Background: an optimization exercise with open tools, aiming at small area and a short achievable clock period. Do not read the settings as production practice. Where RTL was checked, it was by simulation tests only, not by an equivalence proof against the original. No functional check of the RTL was part of run 4. No activity file was given, so power comes from the tool's default toggle rates. The flow treats the clock pin as an ideal source, which a real chip does not have.

`flow/config.mk`:
```
export PLATFORM = sky130hd
export DESIGN_NAME = FPGA
export DESIGN_NICKNAME = FPGA
export VERILOG_FILES = /design/flow/design.v
export SDC_FILE = /design/flow/constraint.sdc
export NUM_CORES = 8
export LEC_CHECK = 0
export CAP_MARGIN = 20
export CORE_MARGIN = 2
export CORE_UTILIZATION = 55
export CTS_BUF_LIST = sky130_fd_sc_hd__clkbuf_16
export CTS_CLUSTER_DIAMETER = 120
export CTS_CLUSTER_SIZE = 28
export PLACE_DENSITY = 0.66
export SETUP_SLACK_MARGIN = 5
export SLEW_MARGIN = 20
```
`flow/constraint.sdc`:
```
create_clock -name core_clock -period 8.0 [get_ports {clk}]
set_input_delay 1.6000 -clock core_clock [delete_from_list [all_inputs] [get_ports {clk}]]
set_output_delay 1.6000 -clock core_clock [all_outputs]
set_load 0.01 [all_outputs]
```
`flow/design.v`:
```
module Interface (
	input clk,
	input rst,
	input [30*4-1:0] taps,   
	input [29:0] found,
	output reg ext_on,       
	output reg rotp,         
	output reg [4:0] which,
	output reg TX
);
localparam [2:0] IDLE = 3'd0, IDLEC = 3'd1, SELECT = 3'd2, SEND = 3'd3, RESET = 3'd4;
reg [2:0] state;
reg [3:0] i;
reg [2:0] fsm;
reg [3:0] bit_count;
reg [8:0] clk_count;
reg       upper;         
reg       last;          
wire load = (fsm == 3'd1);
integer k;
reg [4:0] hi;
always @(*) begin
	hi = 5'd0;
	for (k = 0; k < 30; k = k + 1)
		if (found[k]) hi = k;
end
reg [3:0] tcode;
always @(posedge clk) tcode <= taps[which*4 +: 4];
reg [3:0] tap;           
always @(*) begin
	case (tcode[3:2])
		2'b00: tap = (tcode[1:0] == 2'b00) ? 4'd8 : {2'b00, tcode[1:0]};
		2'b01: tap = {2'b01, tcode[1:0]};
		2'b10: tap = 4'd9;
		default: tap = tcode[1] ? 4'd10 : 4'd0;
	endcase
end
always @(posedge clk) begin
	if (rst) begin
		ext_on <= 1'b0;
		rotp <= 1'b0;
	end else begin
		ext_on <= ((state == SEND) & (i == 4'd9)) | (state == RESET);
		rotp <= load & (i >= 4'd2) & (i <= 4'd6);
	end
end
always @(posedge clk) begin
	if (rst) begin
		state <= IDLE;
	end else begin
		case (state)
			IDLE, IDLEC: begin
				if (found != 30'd0) begin
					state <= SELECT;
					which <= hi;
				end else
					state <= IDLE;
			end
			SELECT: begin
				state <= SEND;
				i <= 4'd0;
			end
			SEND: begin
				if (load) i <= i + 4'd1;
				if (i == 4'd8) i <= 4'd9;
				if (i == 4'd9) state <= RESET;
			end
			default: state <= IDLEC;
		endcase
	end
end
wire drl = (state == SEND) & (i != 4'd9);
always @(posedge clk)
	clk_count <= (fsm == 3'd3) ? 9'd432 : clk_count - 9'd1;
always @(posedge clk) begin
	if (rst) begin
		fsm <= 3'd0;
		TX <= 1'b1;
	end else begin
		case (fsm)
			3'd0: if (drl) fsm <= 3'd1;
			3'd1: begin
				fsm <= 3'd2;
				upper <= (i == 4'd0) | (i == 4'd7);
				last <= (i == 4'd7);
			end
			3'd2: begin
				fsm <= 3'd3;
				bit_count <= 4'd10;
			end
			3'd3: begin
				fsm <= 3'd4;
				bit_count <= bit_count - 4'd1;
				case (bit_count)
					4'd10: TX <= 1'b0;
					4'd9: TX <= upper ? ~last : tap[0];
					4'd8: TX <= upper | tap[1];
					4'd7: TX <= upper | tap[2];
					4'd6: TX <= upper | tap[3];
					4'd1: TX <= 1'b1;
					default: TX <= upper;
				endcase
			end
			3'd4: begin
				if (clk_count == 9'd0) fsm <= 3'd5;
			end
			3'd5: fsm <= (bit_count == 4'd0) ? 3'd0 : 3'd3;
			default: fsm <= 3'd0;
		endcase
	end
end
endmodule
module SearchModule #(parameter SEED = 1351) (
	input clk,
	input rst,
	input enan,            
	input ext,             
	input rot,             
	input boot,            
	input bootend,         
	input [10:0] sl,       
	output reg found,
	output reg found_o,    
	output [3:0] tap       
);
localparam [1:0] PW = 2'd0, PC = 2'd1, PR = 2'd2, PF = 2'd3;
localparam [10:0] S0 = 11'b10000000000;
localparam [10:0] INIT = 11'b10000000000;
reg [32:0] r;
reg [2:0]  b;       
reg [1:0]  ph;
reg [10:0] cnt;
reg [10:0] st;
reg [3:0]  c0, c1, c2, c3, c4, c5;
assign tap = c5;
wire shifting = (ph != PW);
wire fail2    = (ph == PF) & cnt[9];
wire resp     = fail2 | ext;
wire w_end    = (ph == PW) & (boot ? bootend : (cnt[0] & cnt[5]));
wire fin      = (ph == PC) & st[2];
wire [4:0] ob;      
assign ob[4] = cnt[10] | cnt[9] | cnt[8];
assign ob[3] = ob[4] | cnt[7];
assign ob[2] = ob[3] | cnt[6];
assign ob[1] = ob[2] | cnt[5];
assign ob[0] = ob[1] | cnt[4];
wire [4:0] din = r[29:25] & ~ob;
wire inrange  = ~din[4] & (din[3:0] != 4'd0) & (din[3:0] <= 4'd10);
wire valid    = (b == 3'd7) & enan & (ph == PC) & ~st[3] & ~st[2] & inrange;
wire run      = (ph == PR) & ~found;
wire low0     = (cnt[9:0] == 10'd0);
wire stinit   = (st == INIT);
wire found_set = run & low0 & ~cnt[10];
wire fail_set  = run & stinit & ~low0;
function [3:0] tcode(input [3:0] p);
	tcode = {p[3] & (p[1] | p[0]), p[2] | (p[3] & p[1]), p[1:0]};
endfunction
function tapv(input [3:0] t, input [10:0] s);
	reg a, b;
	begin
		case (t[1:0]) 2'd0: a = s[8]; 2'd1: a = s[1]; 2'd2: a = s[2]; default: a = s[3]; endcase
		case (t[1:0]) 2'd0: b = s[4]; 2'd1: b = s[5]; 2'd2: b = s[6]; default: b = s[7]; endcase
		case (t[3:2]) 2'd0: tapv = a; 2'd1: tapv = b; 2'd2: tapv = s[9]; default: tapv = s[10] & t[1]; endcase
	end
endfunction
wire fb = st[0] ^ (tapv(c5, st) & tapv(c4, st)) ^ tapv(c3, st) ^ tapv(c2, st) ^ tapv(c1, st) ^ tapv(c0, st);
wire [3:0] dcode = tcode(din[3:0]);
wire cfb = cnt[0] ^ cnt[2] ^ (cnt[10:1] == 10'd0);
wire prfb = r[32] ^ r[22] ^ r[2] ^ r[1];
wire seedbit = |(sl & SEED[10:0]);
always @(posedge clk) begin
	r <= {boot ? seedbit : shifting ? prfb : r[0], r[32:1]};
	b <= {3{~rst}} & (b ^ {shifting & b[1] & b[0], shifting & b[0], shifting});
	if (rst | fail2 | (found & ext)) begin
		ph <= PW;
		found <= 1'b0;
	end else begin
		if (w_end) ph <= PC;
		if (fin) ph <= PR;
		if (fail_set) ph <= PF;
		if (found_set) found <= 1'b1;
	end
	if (rst | (found_o & ext))
		found_o <= 1'b0;
	else if (found_set)
		found_o <= 1'b1;
	if (fail2 | (found & ext) | fin | fail_set | (w_end & ~st[0]))
		cnt <= S0;
	else if (w_end)
		cnt <= S0 >> 1;
	else
		cnt <= {cfb & (ph != PC), cnt[10:1]};
	if (w_end | fin)
		st <= INIT;
	else if (valid | ((ph == PC) & st[3]))
		st <= {1'b0, st[10:1]};
	else if (run)
		st <= {fb, st[10:1]};
	else if (resp)
		st[0] <= fail2;      
	if ((valid & ~st[4]) | rot) begin
		c0 <= (st[9] && dcode == c0) ? 4'b1100 : dcode;
		{c5, c4, c3, c2, c1} <= {c4, c3, c2, c1, c0};
	end
end
endmodule
module FPGA (
	input clk,
	input rst,
	input start,
	output wire TX,
	output reg found_smth,
	output wire startedmod,
	output wire [29:0] found_mods
);
reg start_S;
reg started;
reg started_o;     
reg [5:0] gcnt;      
wire boot = (gcnt != 6'd33);
wire bootend = (gcnt == 6'd32);
reg [10:0] sl;       
wire [30*4-1:0] taps;
wire [29:0] found;
wire [29:0] found_o;
wire ext_on, rotp;
wire [4:0] which;
wire [3:0] hi_dec = 4'b0001 << which[4:3];
wire [7:0] lo_dec = 8'b00000001 << which[2:0];
wire [3:0] xa = hi_dec & {4{ext_on}};
wire [3:0] ra = hi_dec & {4{rotp}};
wire enan = started | start_S;
assign startedmod = started_o;
assign found_mods = found_o;
Interface interfejs (
	.clk    (clk),
	.rst    (rst),
	.taps   (taps),
	.found  (found),
	.ext_on (ext_on),
	.rotp   (rotp),
	.which  (which),
	.TX     (TX)
);
genvar g;
generate
for (g = 0; g < 30; g = g + 1) begin: Trololo
	SearchModule #(.SEED(1351 + g)) szukacz (
		.clk     (clk),
		.rst     (rst),
		.enan    (enan),
		.ext     (xa[g / 8] & lo_dec[g % 8]),
		.rot     (ra[g / 8] & lo_dec[g % 8]),
		.boot    (boot),
		.bootend (bootend),
		.sl      (sl),
		.found   (found[g]),
		.found_o (found_o[g]),
		.tap     (taps[g*4 +: 4])
	);
end
endgenerate
always @(posedge clk) begin
	if (rst) begin
		found_smth <= 1'b0;
		start_S <= 1'b0;
		started <= 1'b0;
		started_o <= 1'b0;
		gcnt <= 6'd0;
		sl <= 11'd0;
	end else begin
		if (boot) gcnt <= gcnt + 6'd1;
		sl <= {sl[9:0], gcnt == 6'd0};
		if (!start) start_S <= 1'b1;
		if (start_S) started <= 1'b1;
		if (start_S) started_o <= 1'b1;
		found_smth <= (found != 30'd0);
	end
end
endmodule
```
`flow/flow/run.sh`:
```
#!/bin/bash
set -e
R=orfs/results/sky130hd/FPGA/base
bash standard.sh SETUP_SLACK_MARGIN=5.25 place > standard_place.log 2>&1
IN_ODB=$R/3_place.odb OUT_ODB=$R/3_place_moved.odb openroad -no_init -exit flow/move_out.tcl > move_out.log 2>&1
cp $R/3_place_moved.odb $R/3_place.odb
bash standard.sh SETUP_SLACK_MARGIN=5.25 finish > standard.log 2>&1
```
`flow/flow/move_out.tcl`:
```
# Move each output port's driving flip-flop next to the port's output buffer,
# then legalize. Inputs: IN_ODB, OUT_ODB env vars.
read_db $::env(IN_ODB)
set block [ord::get_db_block]
set moved 0
foreach bt [$block getBTerms] {
  if {[$bt getIoType] ne "OUTPUT"} continue
  set net [$bt getNet]
  set buf ""
  foreach it [$net getITerms] { if {[$it isOutputSignal]} { set buf [$it getInst] } }
  if {$buf eq ""} continue
  set ff ""
  foreach it [$buf getITerms] {
    if {[$it isInputSignal]} {
      set n2 [$it getNet]
      if {$n2 eq "NULL"} continue
      foreach it2 [$n2 getITerms] {
        if {[$it2 isOutputSignal] && [string match "*df*" [[[$it2 getInst] getMaster] getName]]} { set ff [$it2 getInst] }
      }
    }
  }
  if {$ff eq ""} { puts "no flop for [$bt getName]"; continue }
  # the port's pin position, pulled inside the core area
  set pb [$bt getBBox]
  set px [expr {([$pb xMin] + [$pb xMax]) / 2}]
  set py [expr {([$pb yMin] + [$pb yMax]) / 2}]
  set core [$block getCoreArea]
  set m 3000
  set px [expr {max([$core xMin] + $m, min([$core xMax] - 3*$m, $px))}]
  set py [expr {max([$core yMin] + $m, min([$core yMax] - 3*$m, $py))}]
  set bb [$buf getBBox]
  set fb [$ff getBBox]
  set d [expr {abs($px-[$fb xMin]) + abs($py-[$fb yMin])}]
  puts "MOVE [$bt getName] [$ff getName] dist_um [expr {$d/1000.0}]"
  $buf setLocation $px $py
  # flop just inside of the buffer, towards the core centre
  set cx [expr {([$core xMin] + [$core xMax]) / 2}]
  set cy [expr {([$core yMin] + [$core yMax]) / 2}]
  set dx [expr {$cx > $px ? 6000 : -6000}]
  set dy [expr {$cy > $py ? 3000 : -3000}]
  if {abs($cx - $px) > abs($cy - $py)} { set dy 0 } else { set dx 0 }
  $ff setLocation [expr {$px + $dx}] [expr {$py + $dy}]
  incr moved
}
puts "moved $moved"
detailed_placement
check_placement -verbose
write_db $::env(OUT_ODB)
```
`flow/standard.sh`:
```
#!/bin/bash
# synth_recipe.tcl (not shown) runs the flow's synth.tcl, then flattens the netlist and writes it again
# the make line also repeats each setting of config.mk as NAME=value (left out here)
make -C /OpenROAD-flow-scripts/flow DESIGN_CONFIG=/design/flow/config.mk WORK_HOME=/design/flow/orfs CLKGATE_MAP_FILE= SYNTH_SCRIPT=/design/flow/synth_recipe.tcl "${@:-finish}"
```
==> qor.txt, run 1 <==
Status -> finished clean
Placed Cells incl. Taps -> 10,200
Xor/xnor share of the synthesized area -> 3.75%
Layout cells sized above 1 -> 11.9%
Number of clock sinks -> 2,637
Setup violators final -> 0
Leakage power -> 0.0399 µW
TritonCTS clock tree -> done
Die width -> 433 µm
Commonest non-fill, non-tap cell in the layout -> dfxtp_1
CP cell instances -> buf_6
Tot GR Track Use -> 23.5%
Slew headroom -> 29.5%
Syn_area_per_cell -> 12.5 µm²
RSZ-0062 raised after global routing -> true
DRT iter0 DRCs -> 5,622
Ys flop type -> dfxtp_1
Max reg flops -> 990
Max-cap viol count -> 0
Number of CTS-inserted buffers -> 104
H-tree levels -> 3
GP Congestion -> 0.848
Worst VDD drop -> 0.238 mV
Worst min path class -> reg -> reg
Mapped cell area -> 101,000 µm²
Setup WS pre-CTS -> 3.89 ns
CTS Root Cell -> clkbuf_16
Post-synthesis compound-gate area fraction -> 5.93%
Hold path depth -> 0
Drt pass-1 iters -> 6
Vias in the first global route -> 60,200
Critical path's top delay family -> flip-flops
Synth Net Count -> 8,105
Area grow syn2layout -> 6.78%
Synth Area in Adders -> 0.533%
Clock period minus worst slack -> 2.88 ns
DP Wirelength -> 145 mm
P per Cell Area -> 228 nW/µm²
EDFF count, synth -> 735
Post-synthesis sequential area ratio -> 59.5%
Largest net degree at the start of global routing -> 89
Yosys warns -> 32
Tcrit/Tclk final -> 36.0%
Overall power -> 24,600 µW
Least-Margin Pin Slew -> 1.05 ns
Clock Latency Late Sink -> 0.78 ns
# port buffers -> 35
Worst setup SP type -> flop
Final nets -> 8,046
Register clock-pin slew on the reported worst setup and hold paths -> 0.11 ns
Worst Path Required -> 6.40 ns
Detail Route Antenna Nets -> 0
Ports -> 36
Die Area -> 187,000 µm²
Initial antenna violation count -> 7
Routed wire per std cell -> 21.2 µm
Reg2reg setup slack -> 5.28 ns
CP Capture Type -> output pin
Area of the multi-input gates -> 39,800 µm²
CP Class -> reg -> out
First-pass GRT wire length -> 348 mm
Row cnt -> 157
Register bit total from synthesis -> 2,637
Cell count after synthesis -> 8,059
Cell count of the worst reg-to-reg path -> 4
Storage element area -> 60,300 µm²
WP buf/inv -> 1
Setup Skew -> 0.0443 ns
Fin cells -> 10,500
Worst setup margin -> 5.12 ns
Filler cells -> 14,600
Slowest stage delay, CP -> 0.39 ns
WP depth -> 1
Initial Utilization -> 55.3%
Clk buf depth -> 3
Setup TNS -> 0 ns
WP data arrival -> 1.28 ns
Crit-path slowest cell -> dfxtp_4
Most flop-heavy register -> Trololo.szukacz.r
Die height -> 433 µm
Core ar. -> 183,000 µm²
Total grt overflow -> 0
Simple-gate share of the synthesized area -> 13.4%
Final Hold Viols -> 0
Commonest cells after routing, fill and taps aside -> dfxtp_1, edfxtp_1, nor2_1, mux4_2, nand2_1
Worst-path maximum fanout -> 3
Post-CTS Hold Buffers -> 0
WL final -> 222 mm
DR DRC count -> 0
Final number of max-transition violations -> 0
Maximum clock frequency -> 347 MHz
Main combinational cell family by area after synthesis -> multiplexers
Mux cell area share after synthesis -> 15.0%
Biggest regs -> Trololo.szukacz.r: 990 flops, Trololo.szukacz.cnt: 330 flops, Trololo.szukacz.st: 330 flops
Vias -> 61,800
Distinct cells, synth -> 71
Ys async rst share -> 0%
Vias per inst -> 5.91
-- timing repair --
action | 4_1_cts | 5_1_grt
cloned | 3 | 6
setup buffers | 50 | 5
resized for setup | 282 | 52
setup endpoints to repair | 1512 | 569
pin swaps | 9 | 10
-- area by class of cell --
class | instances | area share (%)
diodes | 2 | 0.00464
clock buffers | 108 | 2.51
clock inverters | 72 | 0.291
inverters | 144 | 0.501
multi-input cells | 4978 | 36.9
flip-flops and latches | 2637 | 55.9
well taps | 2385 | 2.77
repair buffers | 135 | 1.17
-- per-stage QoR --
stage	area (µm²)	hold WS, ns	utilization (%)
global route	108000	0.332	59.0
global placement	104000	0.309	56.7
detailed placement	104000	0.312	56.7
floorplan	101000	0.310	-
finish	108000	0.322	59.0
CTS	108000	0.325	58.9
-- power breakdown --
group | total, µW | leakage, µW | switching [µW] | internal, µW
Sequential | 16200 | 0.0222 | 1030 | 15100
Combinational | 2040 | 0.0160 | 1030 | 1010
Clock | 6410 | 0.00172 | 3930 | 2480
-- worst paths after layout --
check                                               from                                 endpoint
hold / removal         Trololo[15].szukacz.r[31]$_DFF_P_        Trololo[15].szukacz.r[30]$_DFF_P_
setup reg to reg  Trololo[16].szukacz.st[2]$_SDFFE_PP0P_  Trololo[16].szukacz.c0[0]$_SDFFCE_PP0P_
setup / recovery                  started_o$_SDFFE_PP0P_                               startedmod
hold reg to reg        Trololo[15].szukacz.r[31]$_DFF_P_        Trololo[15].szukacz.r[30]$_DFF_P_
-- cells in the mapped netlist (all sizes together) (102+ instances only) --
cell type  count  share of area [%]
a21oi        284                1.4
and2         420                2.6
buf          102               0.57
clkbuf       207               0.77
dfxtp       1902                 38
edfxtp       735                 22
inv          144               0.54
mux2i        353                3.5
mux4         512                 11
nand2        496                1.8
nand3        163               0.81
nor2         713                2.6
nor2b        162                1.0
nor3         136               0.67
nor4         121               0.76
o21ai        244                1.2
xnor2        252                2.2
xor2         180                1.6
-- routing by layer --
layer  up-vias  track usage [%]  share of wire, %
li1      29100                -                 -
met1     30900             33.3                45
met2      1487             38.0                47
met3       301             2.74               4.6
met4         0             7.10               3.3
met5         -                0                 0
-- kinds of logic (layout without fill, tap and decap cells) --
logic type	Yosys count	in the layout
adder cells (fa/ha/maj)	43	43
XOR/XNOR	432	432
AND/OR/NAND/NOR	2646	2651
buffers and inverters	453	459
other	0	2
AO/OA/AOI/OAI	978	982
flip-flops	2637	2637
multiplexers	870	870
==> run 2, diff against run 1 <==
==> flow/flow/run.sh (replaced) <==
#!/bin/bash
set -e
R=orfs/results/sky130hd/FPGA/base
bash standard.sh SETUP_SLACK_MARGIN=5.15 place > standard_place.log 2>&1
IN_ODB=$R/3_place.odb OUT_ODB=$R/3_place_moved.odb openroad -no_init -exit flow/move_out.tcl > move_out.log 2>&1
cp $R/3_place_moved.odb $R/3_place.odb
bash standard.sh SETUP_SLACK_MARGIN=5.15 finish > standard.log 2>&1
--- a/flow/config.mk
+++ b/flow/config.mk
@@ -8,9 +8,9 @@
 export CAP_MARGIN = 20
 export CORE_MARGIN = 2
-export CORE_UTILIZATION = 55
+export CORE_UTILIZATION = 65
 export CTS_BUF_LIST = sky130_fd_sc_hd__clkbuf_16
 export CTS_CLUSTER_DIAMETER = 120
 export CTS_CLUSTER_SIZE = 28
-export PLACE_DENSITY = 0.66
+export PLACE_DENSITY = 0.74
 export SETUP_SLACK_MARGIN = 5
 export SLEW_MARGIN = 20
==> run 2 against run 1 <==
  * Sequential power hardly changed
  * Critical path type unchanged
  * Count of clock-buffer cells in the layout decreased by 2
  * Largest power group unchanged
  * Still clean on timing, DRC and antenna
  * Largest cell class unchanged
  * Hold slack worse by 0.0012 ns
  * Die area fell by 15%
==> qor.txt, run 2 <==
Status -> finished clean
Initial Utilization -> 65.5% (+10 points)
Mapped cell area -> 101,000 µm² (unchanged)
Ports -> 36 (unchanged)
CP Class -> reg -> out
Register clock-pin slew on the reported worst setup and hold paths -> 0.11 ns (about the same)
CP Capture Type -> output pin
Slowest stage delay, CP -> 0.40 ns (about the same)
Total grt overflow -> 0 (unchanged)
Max-cap viol count -> 0 (unchanged)
Cell area after layout -> 107,000 µm² (-0.73%)
Cell taking the most area after synthesis -> dfxtp_1
Most flop-heavy register -> Trololo.szukacz.r
Synth area leaders -> dfxtp_1, edfxtp_1, mux4_2, mux2i_1, nor2_1
Synth Net Count -> 8,105 (unchanged)
Leakage power -> 0.0398 µW (-0.34%)
CTS Root Cell -> clkbuf_16
Most numerous cell in the Yosys netlist -> dfxtp_1
Slew headroom -> 21.9% (-7.6 points)
Max reg flops -> 990 (unchanged)
Initial antenna violation count -> 8 (+1)
Final nets -> 8,027 (-0.24%)
Ys async rst share -> 0% (unchanged)
Least-Margin Pin Slew -> 1.17 ns (+0.124 ns)
Tot GR Track Use -> 27.0% (+3.6 points)
Setup Skew -> 0.0320 ns (-0.0123 ns)
Clock Latency Late Sink -> 0.78 ns (about the same)
Critical path's top delay family -> flip-flops
Vias -> 62,200 (+0.74%)
Post-synthesis sequential area ratio -> 59.5% (unchanged)
Yosys warns -> 32 (unchanged)
First-pass GRT wire length -> 340 mm (-2.2%)
Worst VDD drop -> 0.249 mV (+4.9%)
Routed wire per std cell -> 21.4 µm (+0.86%)
Worst setup SP type -> flop
Maximum clock frequency -> 349 MHz (+0.61%)
Worst setup margin -> 5.14 ns (+0.0175 ns)
Number of clock sinks -> 2,637 (unchanged)
Distinct cells, synth -> 71 (unchanged)
WP data arrival -> 1.26 ns (-0.02 ns)
Setup TNS -> 0 ns (unchanged)
Detail Route Antenna Nets -> 0 (unchanged)
Number of CTS-inserted buffers -> 104 (unchanged)
Biggest regs -> Trololo.szukacz.r: 990 flops, Trololo.szukacz.cnt: 330 flops, Trololo.szukacz.st: 330 flops
DRT iter0 DRCs -> 5,510 (-2.0%)
Register bit total from synthesis -> 2,637 (unchanged)
Worst min path class -> reg -> reg
Worst Path Required -> 6.40 ns (about the same)
Setup violators final -> 0 (unchanged)
Setup WS pre-CTS -> 4.44 ns (+0.544 ns)
Drt pass-1 iters -> 5 (-1)
Row cnt -> 144 (-8.3%)
Worst Hold Margin -> 0.321 ns (-0.00116 ns)
Core ar. -> 154,000 µm² (-16%)
Synth top area share -> 37.7% (unchanged)
Cell count after synthesis -> 8,059 (unchanged)
Die width -> 398 µm (-7.9%)
Ys flop type -> dfxtp_1
Tcrit/Tclk final -> 35.8% (-0.22 points)
Dpl cell area -> 103,000 µm² (-0.47%)
EDFF count, synth -> 735 (unchanged)
P per Cell Area -> 230 nW/µm² (+0.74%)
Die Area -> 159,000 µm² (-15%)
# port buffers -> 35 (unchanged)
H-tree levels -> 3 (unchanged)
Commonest non-fill, non-tap cell in the layout -> dfxtp_1
Largest net degree at the start of global routing -> 78 (-12%)
TritonCTS clock tree -> done
WP buf/inv -> 1 (unchanged)
WL final -> 216 mm (-2.5%)
RSZ-0062 raised after global routing -> true
Clock period minus worst slack -> 2.86 ns (-0.0175 ns)
Vias in the first global route -> 60,300 (+0.10%)
Vias per inst -> 6.16 (+4.2%)
Area grow syn2layout -> 6.00%
DP Wirelength -> 143 mm (-1.5%)
Clk buf depth -> 3 (unchanged)
GP Congestion -> 0.875 (+3.1%)
CP cell instances -> buf_6
Die height -> 398 µm (-7.9%)
Post-synth top cells -> dfxtp_1, edfxtp_1, nor2_1, mux4_2, nand2_1
Final Hold Viols -> 0 (unchanged)
Final number of max-transition violations -> 0 (unchanged)
DR DRC count -> 0 (unchanged)
Syn_area_per_cell -> 12.5 µm² (unchanged)
Crit-path slowest cell -> dfxtp_4
Post-CTS Hold Buffers -> 0 (unchanged)
Worst-path maximum fanout -> 3 (unchanged)
Layout cells sized above 1 -> 11.4% (-0.53 points)
Commonest cells after routing, fill and taps aside -> dfxtp_1, edfxtp_1, nor2_1, mux4_2, nand2_1
run 2: changes by cell type in the layout (fill, tap and decap cells not counted), sizes merged:
cell and delta:
o22ai -1, nor3b -4, inv +10, diode +3, clkbuf -1, buf -15
run 2: cells by family after synthesis:
| kind of cell | share of synthesized area [%] |
|---|---|
| compound gates | 5.93 |
| fa+ha+maj | 0.533 |
| xor+xnor | 3.75 |
| buf+inv | 1.88 |
| flops | 59.5 |
| mux | 15.0 |
| simple gates | 13.4 |
run 2: report_power, final:
group | leakage, µW | switching, µW | total (µW) | internal (µW)
clock network | 0.00175 | 3950 | 6390 | 2440
logic | 0.0159 | 1040 | 2050 | 1010
registers | 0.0222 | 1030 | 16200 | 15100
total | 0.0398 | 6020 | 24600 | 18600
run 2: worst paths after layout:
check | end | from | slack (ns) | cells after the start
setup reg to reg | Trololo[2].szukacz.c0[2]$_SDFFCE_PP1P_ | Trololo[2].szukacz.st[2]$_SDFFE_PP0P_ | 5.17 | 4
hold / removal | Trololo[14].szukacz.r[18]$_DFF_P_ | Trololo[14].szukacz.r[19]$_DFF_P_ | 0.32 | 0
setup / recovery | startedmod | started_o$_SDFFE_PP0P_ | 5.14 | 1
hold reg to reg | Trololo[14].szukacz.r[18]$_DFF_P_ | Trololo[14].szukacz.r[19]$_DFF_P_ | 0.32 | 0
run 2: layout make-up:
| type | instances | area [µm²] |
|---|---|---|
| clock inverters | 82 | 357 |
| diodes | 5 | 12.5 |
| repair buffers | 121 | 1140 |
| clock buffers | 106 | 2650 |
| inverters | 144 | 541 |
| well taps | 2044 | 2560 |
| multi-input cells | 4973 | 39600 |
| flip-flops and latches | 2637 | 60300 |
| fillers | 10800 | 47200 |
run 2: metrics by stage:
step                std cells  power [µW]  util [%]
finish                  10100       24600      69.4
global route            10100       25600      69.4
CTS                     10100       24700      69.3
floorplan                8059       17800         -
detailed placement       9871       18500      66.9
global placement         9868       18400      66.8
run 2: what timing repair did:
item | CTS | global route
gates cloned | 1 | 3
setup endpoints to repair | 1014 | 478
buffers inserted | 37 | 7
gates resized for setup | 268 | 25
pin swaps | 6 | 6
run 2: per-layer routing:
metal  share of wire, %  global-route usage [%]  vias up
li1                   -                       -    29100
met1                 44                    38.6    31000
met2                 47                    43.5     1884
met3                6.1                    3.36      307
met4                3.0                    8.50        0
met5                  0                       0        -
==> run 3, diff against run 2 <==
--- a/flow/config.mk
+++ b/flow/config.mk
@@ -8,9 +8,9 @@
 export CAP_MARGIN = 20
 export CORE_MARGIN = 2
-export CORE_UTILIZATION = 65
+export CORE_UTILIZATION = 55
 export CTS_BUF_LIST = sky130_fd_sc_hd__clkbuf_16
 export CTS_CLUSTER_DIAMETER = 120
 export CTS_CLUSTER_SIZE = 28
-export PLACE_DENSITY = 0.74
+export PLACE_DENSITY = 0.66
 export SETUP_SLACK_MARGIN = 5
 export SLEW_MARGIN = 20
==> run 3 against run 2 <==
  * Still clean on timing, DRC and antenna
  * Combinational power barely moved
  * Die area rose by 18%
  * Setup slack got worse by 0.0028 ns
  * Sequential share of layout area fell by 0.33 points
  * Clock skew rose by 0.018 ns
  * Non-clock buffer count rose by 13
  * Wire length rose by 3.1%
  * Critical path type unchanged
  * Critical endpoint is now found_mods[28]
  * Highest routed layer is now met5
==> qor.txt, run 3 <==
Clk pwr share -> 26.0% (about the same)
Slowest stage delay, CP -> 0.37 ns (-0.03 ns)
P per Cell Area -> 228 nW/µm² (-0.67%)
Fin cells -> 10,500 (+3.5%)
Routed wire per std cell -> 21.3 µm (-0.35%)
Ys flop type -> dfxtp_1
Syn_area_per_cell -> 12.5 µm² (unchanged)
Worst Hold Margin -> 0.307 ns (-0.0146 ns)
Register clock-pin slew on the reported worst setup and hold paths -> 0.11 ns (about the same)
Number of clock sinks -> 2,637 (unchanged)
Final Hold Viols -> 0 (unchanged)
Die Area -> 187,000 µm² (+18%)
Most numerous cell in the Yosys netlist -> dfxtp_1
Switching share of total power -> 24.4% (-0.089 points)
Maximum clock frequency -> 349 MHz (about the same)
Slew headroom -> 24.2% (+2.2 points)
Post-synthesis sequential area ratio -> 59.5% (unchanged)
CTS Root Cell -> clkbuf_16
Tot GR Track Use -> 23.5% (-3.5 points)
Internal -> 18,600 µW (about the same)
Clock Latency Late Sink -> 0.80 ns (+0.02 ns)
Layout cells sized above 1 -> 11.6% (+0.26 points)
Largest net degree at the start of global routing -> 72 (-7.7%)
WP data arrival -> 1.27 ns (about the same)
Most flop-heavy register -> Trololo.szukacz.r
Status -> finished clean
Distinct cells, synth -> 71 (unchanged)
Ys async rst share -> 0% (unchanged)
Worst VDD drop -> 0.194 mV (-22%)
First-pass GRT wire length -> 349 mm (+2.6%)
Cell taking the most area after synthesis -> dfxtp_1
Placed Cells incl. Taps -> 10,200 (+3.5%)
CP Class -> reg -> out
RSZ-0062 raised after global routing -> true
Area grow syn2layout -> 6.64%
Setup violators final -> 0 (unchanged)
Commonest cells after routing, fill and taps aside -> dfxtp_1, edfxtp_1, nor2_1, mux4_2, nand2_1
Max reg flops -> 990 (unchanged)
Synth Net Count -> 8,105 (unchanged)
Detail Route Antenna Nets -> 0 (unchanged)
Synth top area share -> 37.7% (unchanged)
EDFF count, synth -> 735 (unchanged)
Least-Margin Pin Slew -> 1.14 ns (-0.0338 ns)
H-tree levels -> 3 (unchanged)
Register bit total from synthesis -> 2,637 (unchanged)
Final number of max-transition violations -> 0 (unchanged)
Comb power frac -> 8.2% (about the same)
CP cell instances -> buf_6
Worst-path maximum fanout -> 2 (-1)
Synth area leaders -> dfxtp_1, edfxtp_1, mux4_2, mux2i_1, nor2_1
Vias -> 61,800 (-0.77%)
GP Congestion -> 0.833 (-4.8%)
Worst Setup SP -> Trololo[28].szukacz.found_o$_SDFFE_PP0P_
WP buf/inv -> 1 (unchanged)
Share of power burned in registers -> 65.7% (about the same)
Worst setup margin -> 5.13 ns (-0.00280 ns)
Commonest non-fill, non-tap cell in the layout -> dfxtp_1
Number of CTS-inserted buffers -> 104 (unchanged)
Clk buf depth -> 3 (unchanged)
Worst min path class -> reg -> reg
Die height -> 433 µm (+8.6%)
Cell area after layout -> 108,000 µm² (+0.61%)
# port buffers -> 35 (unchanged)
Dpl cell area -> 104,000 µm² (+0.47%)
Psw -> 6000 µW (-0.43%)
Post-synth top cells -> dfxtp_1, edfxtp_1, nor2_1, mux4_2, nand2_1
Crit-path slowest cell -> dfxtp_4
DP Wirelength -> 145 mm (+1.8%)
Core ar. -> 183,000 µm² (+18%)
Ports -> 36 (unchanged)
Max-cap viol count -> 0 (unchanged)
HP Start -> Trololo[16].szukacz.r[5]$_DFF_P_
CP Capture Type -> output pin
Worst setup SP type -> flop
Worst Path Required -> 6.40 ns (about the same)
Reg-to-reg startpoint -> interfejs.which[3]$_SDFFCE_PP1P_
Cell count after synthesis -> 8,059 (unchanged)
DRT iter0 DRCs -> 4,972 (-9.8%)
DR DRC count -> 0 (unchanged)
Die width -> 433 µm (+8.6%)
WL final -> 223 mm (+3.1%)
Drt pass-1 iters -> 5 (unchanged)
Critical path's top delay family -> flip-flops
Final nets -> 8,047 (+0.25%)
Setup WS pre-CTS -> 4.14 ns (-0.299 ns)
Tcrit/Tclk final -> 35.8% (about the same)
Biggest regs -> Trololo.szukacz.r: 990 flops, Trololo.szukacz.cnt: 330 flops, Trololo.szukacz.st: 330 flops
Yosys warns -> 32 (unchanged)
Mapped cell area -> 101,000 µm² (unchanged)
Total grt overflow -> 0 (unchanged)
Initial antenna violation count -> 9 (+1)
TritonCTS clock tree -> done
Setup TNS -> 0 ns (unchanged)
Vias in the first global route -> 60,400 (+0.14%)
Clock period minus worst slack -> 2.87 ns (+0.00280 ns)
Setup Skew -> 0.0502 ns (+0.0182 ns)
Initial Utilization -> 55.3% (-10 points)
Row cnt -> 157 (+9.0%)
Vias per inst -> 5.90 (-4.1%)
Leakage power -> 0.0398 µW (+0.11%)
run 3: cell types whose count changed in the layout (fill, tap and decap cells not counted), moves of 7 or more:
| cell | previous run | this run |
|---|---|---|
| and3_1 | 21 | 28 |
| and3_2 | 10 | 3 |
| buf_4 | 72 | 88 |
| inv_1 | 222 | 210 |
run 3: what timing repair did:
action                                  in CTS  in global routing
cloned                                       7                  5
hold buffers                                 0                  0
setup buffers                               46                  5
endpoints found under the setup margin    1108                526
hold endpoints to repair                     0                  0
pin swaps                                   10                  7
gates resized for setup                    265                 35
run 3: power groups by stage:
stage                     clock network (µW)  registers, µW  logic [µW]
final                                   6410          16200        2030
after global routing                    7030          16400        2290
after CTS                               6580          16200        2020
after detailed placement                   0          16500        2000
after global placement                     0          16400        1930
after floorplan                            0          16100        1660
run 3: metrics by stage:
| stage | power (µW) | util, % |
|---|---|---|
| 3_3_place_gp | 18400 | 56.7 |
| 5_1_grt | 25700 | 59.0 |
| 4_1_cts | 24800 | 58.8 |
| 2_1_floorplan | 17800 | - |
| 3_5_place_dp | 18500 | 56.7 |
| 6_report | 24600 | 59.0 |
run 3: cell type report:
cell class,instances,area [µm²]
Tap cell,2385,2980
Timing Repair Buffer,134,1220
Multi-Input combinational cell,4980,39700
Fill cell,14600,75000
Inverter,144,541
Clock buffer,107,2680
Sequential cell,2637,60300
Antenna cell,6,15.0
Clock inverter,71,303
run 3: path summary, 6_finish.rpt:
kind,cells after the start,endpoint,slack (ns)
worst max-delay path,1,found_mods[28],5.13
worst min-delay path,0,Trololo[16].szukacz.r[4]$_DFF_P_,0.31
worst max register to register,2,Trololo[0].szukacz.c0[3]$_SDFFCE_PP1P_,5.25
worst min register to register,0,Trololo[16].szukacz.r[4]$_DFF_P_,0.31
run 3: routing by layer:
layer / part of all wire [%] / track usage (%) / up-vias
met5: 0.012 / 0 / -
met4: 3.1 / 7.90 / 4
met3: 5.2 / 2.89 / 275
met2: 47 / 38.0 / 1545
met1: 45 / 33.1 / 30800
li1: - / - / 29100
run 3: logic make-up after synthesis:
| group | synth area share [%] |
|---|---|
| AO/OA/AOI/OAI | 5.93 |
| XOR/XNOR | 3.75 |
| adder cells (fa/ha/maj) | 0.533 |
| buffers and inverters | 1.88 |
| flip-flops | 59.5 |
| multiplexers | 15.0 |
| AND/OR/NAND/NOR | 13.4 |
==> run 4, diff against run 3 <==
--- a/flow/design.v
+++ b/flow/design.v
@@ -181,8 +181,8 @@
 		if (found_set) found <= 1'b1;
 	end
-	if (rst | (found_o & ext))
+	if (rst | (found & ext))
 		found_o <= 1'b0;
-	else if (found_set)
-		found_o <= 1'b1;
+	else
+		found_o <= found | found_set;
 	if (fail2 | (found & ext) | fin | fail_set | (w_end & ~st[0]))
 		cnt <= S0;
==> run 4 against run 3 <==
  * Critical path depth unchanged
  * Flip-flop and latch count unchanged
  * Combinational power up 7%
  * Die area fell by 0.20%
  * Critical path type unchanged
==> qor.txt, run 4 <==
Status -> finished clean
Commonest cells after routing, fill and taps aside -> dfxtp_1, nor2_1, edfxtp_1, nand2_1, mux2i_1
Total grt overflow -> 0 (unchanged)
Detail Route Antenna Nets -> 0 (unchanged)
CP cell instances -> clkbuf_2
Syn_area_per_cell -> 12.1 µm² (-3.8%)
Synth top area share -> 37.8% (+0.077 points)
Worst Path Required -> 6.40 ns (about the same)
FF-to-FF End -> Trololo[9].szukacz.st[0]$_SDFFE_PP0P_
Row cnt -> 157 (unchanged)
Share of power burned in registers -> 65.5% (-0.2 points)
Die Area -> 187,000 µm² (-0.20%)
Internal -> 18,800 µW (+0.84%)
Worst min path class -> reg -> reg
# port buffers -> 35 (unchanged)
Worst-path maximum fanout -> 2 (unchanged)
Placed Cells incl. Taps -> 10,500 (+3.0%)
Register clock-pin slew on the reported worst setup and hold paths -> 0.11 ns (about the same)
H-tree levels -> 3 (unchanged)
Layout cells sized above 1 -> 9.83% (-1.8 points)
Psw -> 6230 µW (+4.0%)
Vias in the first global route -> 60,800 (+0.66%)
CP Class -> reg -> out
Final Hold Viols -> 0 (unchanged)
Ports -> 36 (unchanged)
Die width -> 432 µm (-0.10%)
Number of CTS-inserted buffers -> 104 (unchanged)
Maximum clock frequency -> 342 MHz (-2.1%)
WL final -> 221 mm (-0.71%)
WP buf/inv -> 1 (unchanged)
CTS Root Cell -> clkbuf_16
Clock period minus worst slack -> 2.93 ns (+0.0616 ns)
DRT iter0 DRCs -> 5,668 (+14%)
Worst VDD drop -> 0.246 mV (+26%)
Setup Skew -> 0.0389 ns (-0.0114 ns)
Least-Margin Pin Slew -> 1.07 ns (-0.0628 ns)
Register bit total from synthesis -> 2,637 (unchanged)
Synth area leaders -> dfxtp_1, edfxtp_1, mux4_2, mux2i_1, nor2_1
DP Wirelength -> 150 mm (+2.9%)
Fin cells -> 10,800 (+2.8%)
Crit-path slowest cell -> dfxtp_4
First-pass GRT wire length -> 345 mm (-1.0%)
Filler cells -> 14,700 (+0.95%)
Worst Hold Margin -> 0.306 ns (-0.000393 ns)
Dpl cell area -> 104,000 µm² (-0.10%)
Initial antenna violation count -> 8 (-1)
Worst Setup SP -> interfejs.TX$_SDFFE_PP1N_
Yosys warns -> 32 (unchanged)
Most flop-heavy register -> Trololo.szukacz.r
Cell area after layout -> 107,000 µm² (-0.20%)
DR DRC count -> 0 (unchanged)
Routed wire per std cell -> 20.6 µm (-3.4%)
Tcrit/Tclk final -> 36.6% (+0.77 points)
Initial Utilization -> 55.2% (-0.11 points)
WP depth -> 1 (unchanged)
Final nets -> 8,335 (+3.6%)
Clk buf depth -> 3 (unchanged)
Cell taking the most area after synthesis -> dfxtp_1
Distinct cells, synth -> 80 (+13%)
CP Capture Type -> output pin
Max reg flops -> 990 (unchanged)
Area grow syn2layout -> 6.64% (about the same)
Final number of max-transition violations -> 0 (unchanged)
Die height -> 432 µm (-0.10%)
Critical path's top delay family -> flip-flops
Most numerous cell in the Yosys netlist -> dfxtp_1
Mapped cell area -> 101,000 µm² (-0.20%)
Reg-to-reg startpoint -> started_o$_SDFFE_PP0P_
RSZ-0062 raised after global routing -> true
Clk pwr share -> 25.8% (-0.2 points)
Switching share of total power -> 24.9% (+0.57 points)
TritonCTS clock tree -> done
P per Cell Area -> 233 nW/µm² (+1.8%)
Setup violators final -> 0 (unchanged)
EDFF count, synth -> 735 (unchanged)
Biggest regs -> Trololo.szukacz.r: 990 flops, Trololo.szukacz.cnt: 330 flops, Trololo.szukacz.st: 330 flops
Vias per inst -> 5.92 (+0.25%)
Slowest stage delay, CP -> 0.40 ns (+0.03 ns)
Ys async rst share -> 0% (unchanged)
Synth Net Count -> 8,406 (+3.7%)
Setup TNS -> 0 ns (unchanged)
GP Congestion -> 0.869 (+4.4%)
Vias -> 63,700 (+3.1%)
Post-synth top cells -> dfxtp_1, nor2_1, edfxtp_1, nand2_1, mux2i_1
WP data arrival -> 1.33 ns (+0.06 ns)
Drt pass-1 iters -> 6 (+1)
Number of clock sinks -> 2,637 (unchanged)
Post-synthesis sequential area ratio -> 59.7% (+0.12 points)
Ys flop type -> dfxtp_1
Core ar. -> 183,000 µm² (unchanged)
Reg2reg setup slack -> 5.08 ns (-0.17 ns)
Cell count of the worst reg-to-reg path -> 11 (+9)
Comb power frac -> 8.7% (+0.5 points)
Max-cap viol count -> 0 (unchanged)
Cell count after synthesis -> 8,360 (+3.7%)
Worst setup SP type -> flop
Setup crit end -> TX
Clock Latency Late Sink -> 0.79 ns (about the same)
Slew headroom -> 28.3% (+4.2 points)
Tot GR Track Use -> 23.1% (-0.41 points)
Leakage power -> 0.0400 µW (+0.45%)
Largest net degree at the start of global routing -> 84 (+17%)
Commonest non-fill, non-tap cell in the layout -> dfxtp_1
-- run 4: what timing repair did --
item,4_1_cts,5_1_grt
setup endpoints to repair,868,621
gates resized for setup,197,59
hold buffers,0,0
endpoints found under the hold margin,0,0
pin swaps,11,16
gates cloned,3,10
buffers inserted,15,16
-- run 4: kinds of logic (layout without fill, tap and decap cells) --
family | after synthesis | after routing | share of synthesized area [%]
and+or+nand+nor | 2773 | 2774 | 13.9
DFF | 2637 | 2637 | 59.7
AOI/OAI and AO/OA | 1148 | 1160 | 6.73
muxes | 862 | 862 | 13.5
buffers and inverters | 463 | 459 | 1.90
xor gates and xnor gates | 434 | 434 | 3.78
adders and majority gates | 43 | 43 | 0.534
other | 0 | 3 | 0
-- run 4: how the worst min path moves through the flow --
stage	slack, ns	cells past startpoint	from	to
4_1_cts	0.31	0	Trololo[21].szukacz.r[6]$_DFF_P_	Trololo[21].szukacz.r[5]$_DFF_P_
2_1_floorplan	0.31	0	Trololo[0].szukacz.r[11]$_DFF_P_	Trololo[0].szukacz.r[10]$_DFF_P_
3_5_place_dp	0.31	0	Trololo[16].szukacz.r[15]$_DFF_P_	Trololo[16].szukacz.r[14]$_DFF_P_
6_report	0.31	0	Trololo[21].szukacz.r[6]$_DFF_P_	Trololo[21].szukacz.r[5]$_DFF_P_
5_1_grt	0.30	0	Trololo[21].szukacz.r[6]$_DFF_P_	Trololo[21].szukacz.r[5]$_DFF_P_
3_3_place_gp	0.31	0	Trololo[23].szukacz.r[31]$_DFF_P_	Trololo[23].szukacz.r[30]$_DFF_P_
-- run 4: per-layer routing --
metal / share of wire, % / wire, µm / track usage, %
met5: 0.013 / 29 / 0
met1: 46 / 101000 / 33.6
met2: 45 / 100000 / 36.3
met4: 3.2 / 7130 / 7.54
met3: 5.7 / 12700 / 2.81
-- run 4: through the flow --
| step | utilization [%] | setup slack, ns | total power, µW |
|---|---|---|---|
| global placement | 56.6 | 4.34 | 18700 |
| global route | 58.8 | 4.96 | 26100 |
| finish | 58.8 | 5.07 | 25000 |
| detailed placement | 56.7 | 4.48 | 18800 |
| CTS | 58.5 | 4.87 | 25200 |
| floorplan | - | 4.96 | 18000 |
-- run 4: area by class of cell --
cell class / instances / area (µm²) / area share (%)
Tap cell: 2385 / 2980 / 2.78
Clock inverter: 78 / 337 / 0.313
Sequential cell: 2637 / 60200 / 56.0
Multi-Input combinational cell: 5273 / 39500 / 36.8
Inverter: 155 / 582 / 0.541
Timing Repair Buffer: 118 / 1150 / 1.07
Antenna cell: 3 / 7.51 / 0.00698
Clock buffer: 108 / 2700 / 2.51
-- run 4: power by group through the flow --
| stage | clock, µW | combinational [µW] | sequential, µW |
|---|---|---|---|
| after global placement | 0 | 2070 | 16600 |
| after CTS | 6640 | 2160 | 16400 |
| final | 6450 | 2170 | 16400 |
| after floorplan | 0 | 1830 | 16200 |
| after global routing | 7080 | 2440 | 16600 |
| after detailed placement | 0 | 2140 | 16600 |
==> run 5, diff against run 4 <==
--- a/flow/design.v
+++ b/flow/design.v
@@ -181,8 +181,8 @@
 		if (found_set) found <= 1'b1;
 	end
-	if (rst | (found & ext))
+	if (rst | (found_o & ext))
 		found_o <= 1'b0;
-	else
-		found_o <= found | found_set;
+	else if (found_set)
+		found_o <= 1'b1;
 	if (fail2 | (found & ext) | fin | fail_set | (w_end & ~st[0]))
 		cnt <= S0;
==> flow/flow/run.sh (replaced) <==
#!/bin/bash
set -e
R=orfs/results/sky130hd/FPGA/base
bash standard.sh SETUP_SLACK_MARGIN=5.15 place > standard_place.log 2>&1
IN_ODB=$R/3_place.odb OUT_ODB=$R/3_place_moved.odb openroad -no_init -exit flow/move_out.tcl > move_out.log 2>&1
cp $R/3_place_moved.odb $R/3_place.odb
bash standard.sh SETUP_SLACK_MARGIN=5.15 "CTS_ARGS=-sink_clustering_enable -repair_clock_nets -sink_clustering_size 28 -sink_clustering_max_diameter 120 -buf_list sky130_fd_sc_hd__clkbuf_16 -dont_use_dummy_load" finish > standard.log 2>&1
==> run 5 against run 4 <==
  * Critical path type unchanged
  * Still clean on timing, DRC and antenna
  * Highest routed layer is now met4
  * Cell area shrank 0.18%
  * Largest power group unchanged
  * Global-route usage grew 0.38 points
  * Hold slack got worse by 0.021 ns
==> qor.txt, run 5 <==
Vias -> 61,800 (-3.0%)
WL final -> 223 mm (+0.76%)
DP Wirelength -> 145 mm (-2.8%)
Row cnt -> 157 (unchanged)
Max reg flops -> 990 (unchanged)
CP Capture Type -> output pin
Register clock-pin slew on the reported worst setup and hold paths -> 0.11 ns (about the same)
Commonest non-fill, non-tap cell in the layout -> dfxtp_1
# port buffers -> 35 (unchanged)
GP Congestion -> 0.833 (-4.2%)
Setup Skew -> 0.0545 ns (+0.0156 ns)
Reg2reg setup slack -> 5.22 ns (+0.14 ns)
Setup violators final -> 0 (unchanged)
Tot GR Track Use -> 23.5% (+0.38 points)
Slew headroom -> 25.5% (-2.8 points)
Max-cap viol count -> 0 (unchanged)
Post-synthesis sequential area ratio -> 59.5% (-0.12 points)
Least-Margin Pin Slew -> 1.11 ns (+0.0328 ns)
Final nets -> 8,045 (-3.5%)
FF-to-FF End -> Trololo[25].szukacz.c5[2]$_DFFE_PP_
Cell count of the worst reg-to-reg path -> 5 (-6)
Met2 Use GR -> 38.1% (+1.8 points)
M1 GR Usage -> 33.1% (-0.45 points)
CP cell instances -> buf_6
Slowest stage delay, CP -> 0.37 ns (-0.03 ns)
Die width -> 433 µm (+0.10%)
Status -> finished clean
Worst-path maximum fanout -> 2 (unchanged)
Layout cells sized above 1 -> 11.6% (+1.8 points)
WP data arrival -> 1.26 ns (-0.07 ns)
Critical path's top delay family -> flip-flops
Overall power -> 24,400 µW (-2.5%)
Total grt overflow -> 0 (unchanged)
Routed wire per std cell -> 21.5 µm (+4.4%)
Synth top area share -> 37.7% (-0.077 points)
Mapped cell area -> 101,000 µm² (+0.20%)
DR DRC count -> 0 (unchanged)
Reg-to-reg startpoint -> Trololo[25].szukacz.cnt[9]$_SDFF_PP0_
First-pass GRT wire length -> 348 mm (+0.82%)
Initial Utilization -> 55.3% (+0.11 points)
Worst Path Required -> 6.40 ns (about the same)
Drt pass-1 iters -> 8 (+2)
Grt peak-use layer -> met2
Tcrit/Tclk final -> 35.8% (-0.79 points)
Clk buf depth -> 3 (unchanged)
Filler cells -> 14,600 (-0.82%)
Fin cells -> 10,400 (-3.4%)
Final Hold Viols -> 0 (unchanged)
Worst setup SP type -> flop
Vias per inst -> 5.95 (+0.51%)
Most flop-heavy register -> Trololo.szukacz.r
Worst VDD drop -> 0.194 mV (-21%)
Cell taking the most area after synthesis -> dfxtp_1
Final number of max-transition violations -> 0 (unchanged)
Maximum clock frequency -> 349 MHz (+2.2%)
RSZ-0062 raised after global routing -> true
Die height -> 433 µm (+0.10%)
Initial antenna violation count -> 7 (-1)
Setup TNS -> 0 ns (unchanged)
Post-synth top cells -> dfxtp_1, edfxtp_1, nor2_1, mux4_2, nand2_1
Core ar. -> 183,000 µm² (unchanged)
Number of clock sinks -> 2,637 (unchanged)
Ys async rst share -> 0% (unchanged)
EDFF count, synth -> 735 (unchanged)
P per Cell Area -> 227 nW/µm² (-2.3%)
WP buf/inv -> 1 (unchanged)
CP Class -> reg -> out
CTS Root Cell -> clkbuf_16
Ys flop type -> dfxtp_1
Setup crit end -> found_mods[28]
DRT iter0 DRCs -> 4,912 (-13%)
Synth area leaders -> dfxtp_1, edfxtp_1, mux4_2, mux2i_1, nor2_1
Syn_area_per_cell -> 12.5 µm² (+3.9%)
Clock period minus worst slack -> 2.86 ns (-0.0635 ns)
Area grow syn2layout -> 6.23%
Vias in the first global route -> 60,200 (-0.84%)
Detail Route Antenna Nets -> 0 (unchanged)
Commonest cells after routing, fill and taps aside -> dfxtp_1, edfxtp_1, nor2_1, mux4_2, nand2_1
Ports -> 36 (unchanged)
H-tree levels -> 3 (unchanged)
Yosys warns -> 32 (unchanged)
WP depth -> 1 (unchanged)
Die Area -> 187,000 µm² (+0.20%)
Largest net degree at the start of global routing -> 72 (-14%)
TritonCTS clock tree -> done
Number of CTS-inserted buffers -> 104 (unchanged)
Placed Cells incl. Taps -> 10,200 (-2.9%)
Synth Net Count -> 8,105 (-3.6%)
Worst min path class -> reg -> reg
Cell count after synthesis -> 8,059 (-3.6%)
Most numerous cell in the Yosys netlist -> dfxtp_1
Met3 usage -> 2.79% (-0.017 points)
Biggest regs -> Trololo.szukacz.r: 990 flops, Trololo.szukacz.cnt: 330 flops, Trololo.szukacz.st: 330 flops
Worst Setup SP -> Trololo[28].szukacz.found_o$_SDFFE_PP0P_
Clock Latency Late Sink -> 0.80 ns (about the same)
Leakage power -> 0.0394 µW (-1.5%)
Crit-path slowest cell -> dfxtp_4
Register bit total from synthesis -> 2,637 (unchanged)
Distinct cells, synth -> 71 (-11%)
-- run 5: routing by layer --
layer,routed length [µm],share of wire (%),vias up
met5,0,0,-
met4,6850,3.1,0
met3,11000,4.9,270
met2,105000,47,1589
met1,100000,45,30900
li1,-,-,29000
-- run 5: logic make-up after synthesis --
| kind of cell | after synthesis | share of synthesized area [%] |
|---|---|---|
| adders and majority gates | 43 | 0.533 |
| buffers and inverters | 453 | 1.88 |
| xor gates and xnor gates | 432 | 3.75 |
| AOI/OAI and AO/OA | 978 | 5.93 |
| and+or+nand+nor | 2646 | 13.4 |
| DFF | 2637 | 59.5 |
| muxes | 870 | 15.0 |
-- run 5: what timing repair did --
item                                    in CTS  in global routing
hold buffers                                 0                  0
gates resized for setup                    264                 34
buffers inserted                            43                  6
gates cloned                                 5                  7
endpoints found under the setup margin    1102                489
pin swaps                                    9                  8
-- run 5: power breakdown --
part           leakage, µW  internal [µW]  switching [µW]
combinational       0.0159           1000            1030
sequential          0.0222          15100            1020
clock              0.00128           2340            3840
total               0.0394          18500            5890
-- run 5: how the worst min path moves through the flow --
stage / cells past startpoint / end / from / slack [ns]
2_1_floorplan: 0 / Trololo[0].szukacz.r[10]$_DFF_P_ / Trololo[0].szukacz.r[11]$_DFF_P_ / 0.31
3_5_place_dp: 0 / Trololo[26].szukacz.r[13]$_DFF_P_ / Trololo[26].szukacz.r[14]$_DFF_P_ / 0.31
5_1_grt: 0 / Trololo[11].szukacz.r[4]$_DFF_P_ / Trololo[11].szukacz.r[5]$_DFF_P_ / 0.30
4_1_cts: 0 / Trololo[11].szukacz.r[4]$_DFF_P_ / Trololo[11].szukacz.r[5]$_DFF_P_ / 0.29
6_report: 0 / Trololo[11].szukacz.r[4]$_DFF_P_ / Trololo[11].szukacz.r[5]$_DFF_P_ / 0.28
3_3_place_gp: 0 / Trololo[9].szukacz.r[11]$_DFF_P_ / Trololo[9].szukacz.r[12]$_DFF_P_ / 0.31
-- run 5: stage by stage --
step	hold WS [ns]	utilization [%]	setup WS, ns	area [µm²]
3_5_place_dp	0.312	56.7	4.14	104000
4_1_cts	0.288	58.6	5.06	107000
5_1_grt	0.295	58.7	5.07	107000
6_report	0.285	58.7	5.14	107000
3_3_place_gp	0.309	56.7	4.23	104000
2_1_floorplan	0.310	-	5.02	101000
-- run 5: worst reg2reg max path: stages (launching register included) --
cell and delay (ns):
dfxtp_1 0.37, nor4_1 0.67, nand2_1 0.12, a21oi_1 0.23
nand4_1 0.36, o22ai_2 0.67
-- run 5: cell type report --
type | count | area, µm² | share of cell area, %
diodes | 5 | 12.5 | 0.0117
clock buffers | 104 | 2600 | 2.43
inverters | 144 | 541 | 0.504
multi-input cells | 4980 | 39700 | 37.0
flip-flops and latches | 2637 | 60300 | 56.2
well taps | 2385 | 2980 | 2.78
repair buffers | 132 | 1200 | 1.11
==> run 6, diff against run 5 <==
==> flow/flow/run.sh (replaced) <==
#!/bin/bash
set -e
R=orfs/results/sky130hd/FPGA/base
bash standard.sh SETUP_SLACK_MARGIN=5.15 place > standard_place.log 2>&1
IN_ODB=$R/3_place.odb OUT_ODB=$R/3_place_moved.odb openroad -no_init -exit flow/move_out.tcl > move_out.log 2>&1
cp $R/3_place_moved.odb $R/3_place.odb
bash standard.sh SETUP_SLACK_MARGIN=5.15 "CTS_ARGS=-sink_clustering_enable -repair_clock_nets -sink_clustering_size 28 -sink_clustering_max_diameter 120 -buf_list sky130_fd_sc_hd__clkbuf_16 -dont_use_dummy_load -no_insertion_delay" finish > standard.log 2>&1
==> run 6 against run 5 <==
  * Still clean on timing, DRC and antenna
  * Area after synthesis did not move
  * Count of clock-buffer cells in the layout is the same
  * Global-route usage unchanged
  * Register-to-register slack is essentially flat
  * Final cell count is the same
  * Wire length stayed put
  * Sequential power hardly changed
  * Critical path type unchanged
  * Clock skew stayed put
  * Setup slack unchanged
  * Synthesized cell count did not move
  * Total power unchanged
  * Maximum frequency is the same
==> qor.txt, run 6 <==
Number of CTS-inserted buffers -> 104 (unchanged)
Clock period minus worst slack -> 2.86 ns (unchanged)
WL final -> 223 mm (unchanged)
Status -> finished clean
DR DRC count -> 0 (unchanged)
Area of the multi-input gates -> 39,700 µm² (unchanged)
Hold path depth -> 0 (unchanged)
CP Capture Type -> output pin
CP cell instances -> buf_6
Maximum clock frequency -> 349 MHz (unchanged)
Internal -> 18,500 µW (unchanged)
Worst setup margin -> 5.14 ns (unchanged)
Worst VDD drop -> 0.194 mV (unchanged)
Initial Utilization -> 55.3% (unchanged)
GP Congestion -> 0.833 (unchanged)
Largest net degree at the start of global routing -> 72 (unchanged)
Clock Latency Late Sink -> 0.80 ns (about the same)
HP Start -> Trololo[11].szukacz.r[5]$_DFF_P_
Final number of max-transition violations -> 0 (unchanged)
DRT iter0 DRCs -> 4,912 (unchanged)
Worst min-delay path endpoint -> Trololo[11].szukacz.r[4]$_DFF_P_
First-pass GRT wire length -> 348 mm (unchanged)
Synth area leaders -> dfxtp_1, edfxtp_1, mux4_2, mux2i_1, nor2_1
Initial antenna violation count -> 7 (unchanged)
Commonest cells after routing, fill and taps aside -> dfxtp_1, edfxtp_1, nor2_1, mux4_2, nand2_1
Mapped cell area -> 101,000 µm² (unchanged)
Distinct cells, synth -> 71 (unchanged)
Most flop-heavy register -> Trololo.szukacz.r
Crit-path slowest cell -> dfxtp_4
Comb power frac -> 8.3% (about the same)
Biggest regs -> Trololo.szukacz.r: 990 flops, Trololo.szukacz.cnt: 330 flops, Trololo.szukacz.st: 330 flops
Syn_area_per_cell -> 12.5 µm² (unchanged)
Vias in the first global route -> 60,200 (unchanged)
Number of clock sinks -> 2,637 (unchanged)
P per Cell Area -> 227 nW/µm² (unchanged)
Cell taking the most area after synthesis -> dfxtp_1
Area grow syn2layout -> 6.23% (unchanged)
# port buffers -> 35 (unchanged)
Leakage power -> 0.0394 µW (unchanged)
WP depth -> 1 (unchanged)
Vias per inst -> 5.95 (unchanged)
Register clock-pin slew on the reported worst setup and hold paths -> 0.11 ns (about the same)
FF-to-FF End -> Trololo[25].szukacz.c5[2]$_DFFE_PP_
Row cnt -> 157 (unchanged)
Post-synthesis sequential area ratio -> 59.5% (unchanged)
Switching share of total power -> 24.2% (unchanged)
Max reg flops -> 990 (unchanged)
CP Class -> reg -> out
Detail Route Antenna Nets -> 0 (unchanged)
Ys flop type -> dfxtp_1
Post-synth top cells -> dfxtp_1, edfxtp_1, nor2_1, mux4_2, nand2_1
Most numerous cell in the Yosys netlist -> dfxtp_1
Setup Skew -> 0.0545 ns (unchanged)
Clk pwr share -> 25.3% (about the same)
Die width -> 433 µm (unchanged)
Register bit total from synthesis -> 2,637 (unchanged)
Critical path's top delay family -> flip-flops
Worst min path class -> reg -> reg
Filler cells -> 14,600 (unchanged)
Final nets -> 8,045 (unchanged)
Die height -> 433 µm (unchanged)
Die Area -> 187,000 µm² (unchanged)
Overall power -> 24,400 µW (unchanged)
Setup TNS -> 0 ns (unchanged)
Setup WS pre-CTS -> 4.14 ns (unchanged)
Cell count after synthesis -> 8,059 (unchanged)
Yosys warns -> 32 (unchanged)
EDFF count, synth -> 735 (unchanged)
Core ar. -> 183,000 µm² (unchanged)
Layout cells sized above 1 -> 11.6% (unchanged)
WP buf/inv -> 1 (unchanged)
Reg2reg setup slack -> 5.22 ns (about the same)
Ports -> 36 (unchanged)
Commonest non-fill, non-tap cell in the layout -> dfxtp_1
Reg-to-reg startpoint -> Trololo[25].szukacz.cnt[9]$_SDFF_PP0_
Least-Margin Pin Slew -> 1.11 ns (unchanged)
Storage element area -> 60,300 µm² (unchanged)
Routed wire per std cell -> 21.5 µm (unchanged)
Tot GR Track Use -> 23.5% (unchanged)
Worst setup SP type -> flop
Total grt overflow -> 0 (unchanged)
H-tree levels -> 3 (unchanged)
Psw -> 5890 µW (unchanged)
Worst-path maximum fanout -> 2 (unchanged)
Vias -> 61,800 (unchanged)
Synth Net Count -> 8,105 (unchanged)
DP Wirelength -> 145 mm (unchanged)
Tcrit/Tclk final -> 35.8% (unchanged)
WP data arrival -> 1.26 ns (about the same)
RSZ-0062 raised after global routing -> true
Max-cap viol count -> 0 (unchanged)
CTS Root Cell -> clkbuf_16
Slowest stage delay, CP -> 0.37 ns (about the same)
Cell count of the worst reg-to-reg path -> 5 (unchanged)
Worst Path Required -> 6.40 ns (about the same)
Post-CTS Hold Buffers -> 0 (unchanged)
Drt pass-1 iters -> 8 (unchanged)
Setup violators final -> 0 (unchanged)
Ys async rst share -> 0% (unchanged)
Slew headroom -> 25.5% (unchanged)
TritonCTS clock tree -> done
Synth top area share -> 37.7% (unchanged)
Share of power burned in registers -> 66.3% (about the same)
Clk buf depth -> 3 (unchanged)
Final Hold Viols -> 0 (unchanged)
==> run 6: cell counts after synthesis <==
Identical to the previous run, type by type.
==> run 6: cell families after synthesis <==
group	count (synthesis)	share of synthesized area [%]
compound gates	978	5.93
xor+xnor	432	3.75
fa+ha+maj	43	0.533
buf+inv	453	1.88
flops	2637	59.5
mux	870	15.0
simple gates	2646	13.4
==> run 6: stage by stage <==
step,instance area [µm²],hold WS [ns],util [%],cells
floorplan,101000,0.310,-,8059
global placement,104000,0.309,56.7,10200
detailed placement,104000,0.312,56.7,10200
CTS,107000,0.288,58.6,10400
global route,107000,0.295,58.7,10400
finish,107000,0.285,58.7,10400
==> run 6: power by group through the flow <==
stage	Combinational (µW)	Clock (µW)	Sequential [µW]
final	2030	6170	16200
after detailed placement	2000	0	16500
after global routing	2290	6780	16400
after global placement	1930	0	16400
after floorplan	1660	0	16100
after CTS	2020	6340	16200
==> run 6: layout make-up <==
type | instances | area share [%]
inverter | 144 | 0.504
antenna | 5 | 0.0117
clock buffer | 104 | 2.43
tap | 2385 | 2.78
sequential | 2637 | 56.2
multi-input combinational | 4980 | 37.0
timing repair buffer | 132 | 1.11
==> run 6: worst max-delay path by stage <==
stage / to / slack, ns / start
finish: found_mods[28] / 5.14 / Trololo[28].szukacz.found_o$_SDFFE_PP0P_
global route: Trololo[13].szukacz.st[0]$_SDFFE_PP0P_ / 5.07 / Trololo[13].szukacz.r[25]$_DFF_P_
CTS: startedmod / 5.06 / started_o$_SDFFE_PP0P_
detailed placement: Trololo[3].szukacz.c5[2]$_DFFE_PP_ / 4.14 / interfejs.which[1]$_SDFFCE_PP0P_
global placement: Trololo[3].szukacz.c5[2]$_DFFE_PP_ / 4.23 / interfejs.which[1]$_SDFFCE_PP0P_
floorplan: Trololo[20].szukacz.c0[0]$_SDFFCE_PP0P_ / 5.02 / interfejs.which[2]$_SDFFCE_PP1P_
==> run 6: layer usage <==
layer / vias up / wire length, µm / global-route usage [%]
li1: 29000 / - / -
met1: 30900 / 100000 / 33.1
met2: 1589 / 105000 / 38.1
met3: 270 / 11000 / 2.79
met4: 0 / 6850 / 7.72
met5: - / 0 / 0
==> run 6: repair_timing <==
action | 4_1_cts | 5_1_grt
pin swaps | 9 | 8
resized for setup | 264 | 34
gates cloned | 5 | 7
setup endpoints to repair | 1102 | 489
buffers inserted | 43 | 6

[separate check: timing with driven ports]
No port has a modelled driver above. Below, the same layouts with a new extraction and two added sets of constraints. Step 1: set_driving_cell puts a clkbuf_16 on clk and a buf_2 on each other input, an assumption about the parent block. Step 2, shift: input delay + t, output delay - t, t = (earliest + latest rising clock arrival at the registers) / 2. This alone moves slack from input paths to output paths. Three values: no drivers, after step 1, after step 2; two values: the first two.
run	shift t [ns]	slack for setup (ns)	cell pins on the clock port's net
run 1	0.846	5.119 / 5.036 / 4.592	1
run 2	0.845	5.137 / 5.052 / 4.526	1
run 3	0.860	5.134 / 5.050 / 4.515	1
run 4	0.862	5.072 / 4.986 / 4.483	1
run 5	0.850	5.136 / 5.054 / 4.496	1
run 6	0.850	5.136 / 5.054 / 4.496	1
After both steps every run listed still meets setup and hold.
